Background: an optimization exercise with open tools, aiming at small area. Do not read the settings as production practice.
Only simulation tests tie the RTL to the original design; equivalence was not proved.

main:
==> module FFT, before the edit <==
module FFT(
input clk,
input rst_n,
input in_valid,
input signed [11:0] din_r,
input signed [11:0] din_i,
output out_valid,
output signed [15:0] dout_r,
output signed [15:0] dout_i
);
reg [31:0] R [0:31];       
reg [7:0]  t;              
reg        ov;             
reg        osel;           
wire run = in_valid | (t != 8'd0);
wire [7:0] tn = t + 8'd1;
always @(posedge clk or negedge rst_n) begin
	if (!rst_n) begin
		t    <= 8'd0;
		ov   <= 1'b0;
		osel <= 1'b0;
	end else begin
		if (run && t != 8'd160) t <= tn;
		ov   <= (t >= 8'd106 && t < 8'd122) || (t >= 8'd139 && t < 8'd155);
		osel <= (t < 8'd122) ? t[0] : !t[0];
	end
end
assign out_valid = ov;
assign dout_r = osel ? R[27][31:16] : R[10][31:16];
assign dout_i = osel ? R[27][15:0]  : R[10][15:0];
function [15:0] radd(input [15:0] a, input [15:0] b, input ci);
	integer j;
	reg c;
	begin
		c = ci;
		for (j = 0; j < 16; j = j + 1) begin
			radd[j] = a[j] ^ b[j] ^ c;
			c = (a[j] & b[j]) | (a[j] & c) | (b[j] & c);
		end
	end
endfunction
function [31:0] cadd(input [31:0] a, input [31:0] b);
	cadd = {radd(a[31:16], b[31:16], 1'b0), radd(a[15:0], b[15:0], 1'b0)};
endfunction
function [31:0] csub(input [31:0] a, input [31:0] b);
	csub = {radd(a[31:16], ~b[31:16], 1'b1), radd(a[15:0], ~b[15:0], 1'b1)};
endfunction
function [15:0] nadd(input [15:0] a, input [15:0] b, input ci, input [4:0] w);
	integer j;
	reg c;
	begin
		c = ci;
		for (j = 0; j < 16; j = j + 1) begin
			if (j < w) begin
				nadd[j] = a[j] ^ b[j] ^ c;
				c = (a[j] & b[j]) | (a[j] & c) | (b[j] & c);
			end else
				nadd[j] = nadd[w - 1];
		end
	end
endfunction
function [31:0] nsum(input [31:0] a, input [31:0] b, input [4:0] w);
	nsum = {nadd(a[31:16], b[31:16], 1'b0, w), nadd(a[15:0], b[15:0], 1'b0, w)};
endfunction
function [31:0] ndif(input [31:0] a, input [31:0] b, input [4:0] w);
	ndif = {nadd(a[31:16], ~b[31:16], 1'b1, w), nadd(a[15:0], ~b[15:0], 1'b1, w)};
endfunction
wire [31:0] din = {{4{din_r[11]}}, din_r, {4{din_i[11]}}, din_i};
wire w_s1  = (t < 8'd32);
wire w2    = (t >= 8'd24) && (t < 8'd56);
wire w3    = (t >= 8'd52) && (t < 8'd84);
wire w4    = (t >= 8'd56) && (t < 8'd88);
wire w5    = (t >= 8'd58) && (t < 8'd90);
wire wB    = (t >= 8'd90) && (t < 8'd122);
wire [3:0] u90 = t[3:0] + 4'd6;     
wire s1_in = (t < 8'd16);
wire s1_bf = w_s1 && t[4];
wire bf2  = w2 && !t[3];
wire bf3  = w3 && !t[2];
wire bf4  = w4 && t[1];
wire w84  = w5 && (t[1:0] == 2'd1);
wire bf5  = w5 && t[0];
wire exB  = wB && u90[1] && !u90[3];
wire [31:0] d1 = ndif(R[15], din, 5'd13);
wire [31:0] d2 = ndif(R[31], R[23], 5'd15);
wire [31:0] d3 = csub(R[23], R[19]);
wire m1 = w_s1;
wire m2 = !m1 && (t < 8'd56);
wire m3 = !m1 && !m2;
wire [31:0] mz = ({32{m1}} & d1) | ({32{m2}} & d2) | ({32{m3}} & d3);
wire [3:0]  mk = m1 ? t[3:0] : (m2 ? {t[2:0], 1'b0} : {t[1:0], 2'b00});
wire [31:0] mo;
Twiddle TW(.k(mk), .z(mz), .o(mo));
wire [31:0] c1 = nsum(R[15], din, 5'd13);
wire [31:0] c2 = nsum(R[31], R[23], 5'd15);
wire [31:0] c3 = cadd(R[23], R[19]);
wire [31:0] fw3 = bf3 ? c3 : R[23];
wire [31:0] d4 = csub(R[25], fw3);
wire [31:0] c4 = cadd(R[25], fw3);
wire p4 = !bf4 && !w84;
wire [31:0] fw4 = ({32{bf4}} & c4) | ({32{w84}} & {R[25][15:0], ~R[25][31:16]}) | ({32{p4}} & R[25]);
wire [31:0] d5 = {radd(R[26][31:16], ~fw4[31:16], 1'b1), radd(R[26][15:0], ~fw4[15:0], !w84)};
wire [31:0] c5 = {radd(R[26][31:16], fw4[31:16], 1'b0), radd(R[26][15:0], fw4[15:0], w84)};
wire s0_mo = s1_bf;
wire s0_c2 = !s1_in && !s1_bf && bf2;
wire s0_p  = !s1_in && !s1_bf && !bf2;
wire s20_p = !bf3 && !exB;
wire s24_d = !bf2 && bf4;
wire s24_p = !bf2 && !bf4;
wire s26_p = !bf5 && !exB;
integer i;
always @(posedge clk) begin
	for (i = 1; i < 32; i = i + 1) R[i] <= R[i-1];
	R[0]  <= ({32{s1_in}} & din) | ({32{s0_mo}} & mo) | ({32{s0_c2}} & c2) | ({32{s0_p}} & R[31]);
	R[16] <= s1_bf ? c1 : R[15];
	R[20] <= ({32{bf3}} & mo) | ({32{exB}} & R[25]) | ({32{s20_p}} & R[19]);
	R[24] <= ({32{bf2}} & mo) | ({32{s24_d}} & d4) | ({32{s24_p}} & fw3);
	R[26] <= ({32{bf5}} & d5) | ({32{exB}} & R[19]) | ({32{s26_p}} & fw4);
	R[27] <= bf5 ? c5 : R[26];
end
endmodule
==> flow/config.mk <==
export PLATFORM = sky130hd
export DESIGN_NAME = FFT
export DESIGN_NICKNAME = FFT
export VERILOG_FILES = /design/flow/design.v
export SDC_FILE = /design/flow/constraint.sdc
export NUM_CORES = 4
export LEC_CHECK = 0
export ABC_AREA = 1
export CAP_MARGIN = 10
export CORE_MARGIN = 2
export CORE_UTILIZATION = 40
export CTS_BUF_LIST = sky130_fd_sc_hd__clkbuf_16
export CTS_CLUSTER_DIAMETER = 100
export CTS_CLUSTER_SIZE = 30
export SLEW_MARGIN = 10
==> flow/constraint.sdc <==
create_clock -name core_clock -period 36.0 [get_ports {clk}]
set_input_delay 7.2000 -clock core_clock [delete_from_list [all_inputs] [get_ports {clk}]]
set_output_delay 7.2000 -clock core_clock [all_outputs]
set_load 0.01 [all_outputs]
standard.sh (not shown) runs the stock make flow with config.mk's settings and CLKGATE_MAP_FILE= SYNTH_SCRIPT=/design/flow/synth_recipe.tcl, a recipe that flattens the netlist after the stock synthesis.
==> flow/flow/run.sh <==
#!/bin/bash
# The standard layout (standard.sh), with these changes:
# - synthesis: Yosys's early ABC pass (in synth's "fine" step) is skipped (SYNTH_ARGS=-noabc), so
#   the full adders written in the RTL reach extract_fa in their own polarity; the final ABC
#   mapping uses flow/area.abc (area-oriented amap mapping) through flow/synth_wrap.tcl, which otherwise
#   runs synth_recipe.tcl unchanged, so the registers and their names are the standard ones.
# - every port still gets its own buffer, but the smallest one (buf_1).
set -euo pipefail
here=$(pwd)
bash standard.sh SYNTH_ARGS=-noabc \
  "BUFFER_PORTS_ARGS=-buffer_cell sky130_fd_sc_hd__buf_1" \
  SYNTH_SCRIPT="$here/flow/synth_wrap.tcl" \
  FLOW_SYNTH_TCL="$here/synth_recipe.tcl" \
  AREA_ABC_SCRIPT="$here/flow/area.abc" \
  finish > flow_make.log 2>&1
==> flow/flow/area.abc <==
strash
dch -f
amap
topo
dnsize -c
==> flow/flow/synth_wrap.tcl <==
# The standard flow's synthesis script (synth_recipe.tcl, which sources ORFS's synth.tcl) with one change:
# the final ABC technology mapping runs flow/area.abc, an area-oriented mapping script (amap), in place of
# ORFS's abc_area.script. Everything else (passes, flattening, renaming, registers) is unchanged.
proc abc {args} {
  set i [lsearch $args -script]
  if {$i >= 0} { set args [lreplace $args $i [expr {$i + 1}] -script $::env(AREA_ABC_SCRIPT)] }
  yosys abc {*}$args
}
source $::env(FLOW_SYNTH_TCL)
### main -> the feature branch
--- a/flow/design.v
+++ b/flow/design.v
@@ -79,24 +79,21 @@
 wire bf3  = w3 && !t[2];
 wire bf4  = w4 && t[1];
 wire w84  = w5 && (t[1:0] == 2'd1);
 wire bf5  = w5 && t[0];
 wire exB  = wB && u90[1] && !u90[3];
-wire [31:0] d1 = ndif(R[15], din, 5'd13);
-wire [31:0] d2 = ndif(R[31], R[23], 5'd15);
-wire [31:0] d3 = csub(R[23], R[19]);
 wire m1 = w_s1;
 wire m2 = !m1 && (t < 8'd56);
 wire m3 = !m1 && !m2;
-wire [31:0] mz = ({32{m1}} & d1) | ({32{m2}} & d2) | ({32{m3}} & d3);
+wire [31:0] mx = ({32{m1}} & R[15]) | ({32{m2}} & R[31]) | ({32{m3}} & R[23]);
+wire [31:0] my = ({32{m1}} & din)   | ({32{m2}} & R[23]) | ({32{m3}} & R[19]);
+wire [31:0] mz = csub(mx, my);
 wire [3:0]  mk = m1 ? t[3:0] : (m2 ? {t[2:0], 1'b0} : {t[1:0], 2'b00});
 wire [31:0] mo;
 Twiddle TW(.k(mk), .z(mz), .o(mo));
-wire [31:0] c1 = nsum(R[15], din, 5'd13);
-wire [31:0] c2 = nsum(R[31], R[23], 5'd15);
-wire [31:0] c3 = cadd(R[23], R[19]);
-wire [31:0] fw3 = bf3 ? c3 : R[23];
+wire [31:0] ms = cadd(mx, my);
+wire [31:0] fw3 = bf3 ? ms : R[23];
 wire [31:0] d4 = csub(R[25], fw3);
 wire [31:0] c4 = cadd(R[25], fw3);
 wire p4 = !bf4 && !w84;
 wire [31:0] fw4 = ({32{bf4}} & c4) | ({32{w84}} & {R[25][15:0], ~R[25][31:16]}) | ({32{p4}} & R[25]);
 wire [31:0] d5 = {radd(R[26][31:16], ~fw4[31:16], 1'b1), radd(R[26][15:0], ~fw4[15:0], !w84)};
@@ -109,12 +106,12 @@
 wire s24_p = !bf2 && !bf4;
 wire s26_p = !bf5 && !exB;
 integer i;
 always @(posedge clk) begin
 	for (i = 1; i < 32; i = i + 1) R[i] <= R[i-1];
-	R[0]  <= ({32{s1_in}} & din) | ({32{s0_mo}} & mo) | ({32{s0_c2}} & c2) | ({32{s0_p}} & R[31]);
-	R[16] <= s1_bf ? c1 : R[15];
+	R[0]  <= ({32{s1_in}} & din) | ({32{s0_mo}} & mo) | ({32{s0_c2}} & ms) | ({32{s0_p}} & R[31]);
+	R[16] <= s1_bf ? ms : R[15];
 	R[20] <= ({32{bf3}} & mo) | ({32{exB}} & R[25]) | ({32{s20_p}} & R[19]);
 	R[24] <= ({32{bf2}} & mo) | ({32{s24_d}} & d4) | ({32{s24_p}} & fw3);
 	R[26] <= ({32{bf5}} & d5) | ({32{exB}} & R[19]) | ({32{s26_p}} & fw4);
 	R[27] <= bf5 ? c5 : R[26];
 end
==> run summary <==
- Count of standard-cell rows was higher in the run labelled main.
- On global-route usage over all layers, the feature branch tracks main almost exactly.
- Of the feature branch and main, it is the feature branch that has the higher first-iteration DRC count.

==> what the ideal ports hide <==
The results above use ideal ports. As a check the final layouts listed here were re-extracted and re-timed, cells and wires unchanged.
Step 1 sets driving cells, clkbuf_16 on the clock port and buf_2 on the other inputs (assumed; they add their load-dependent delay and slew).
Step 2, shift: input delay + t, output delay - t, t = (earliest + latest rising clock arrival at the registers) / 2. This alone moves slack from input paths to output paths.
a / b / c = ideal ports / drivers / drivers and shift; a / b = the first two.
| run | t (ns) | setup WS [ns] | worst setup path after step 2 | worst register clock-pin slew, ns |
|---|---|---|---|---|
| main | 0.667 | 14.576 / 14.599 / 13.931 | input to register | 0.12 / 0.12 |
| the feature branch | 0.699 | 13.755 / 13.776 / 13.078 | input to register | 0.12 / 0.12 |
After both steps setup and hold are still met in every run listed. For the feature branch, which loses most, drivers alone change the setup slack by +0.021 ns; drivers and shift together by -0.677 ns.
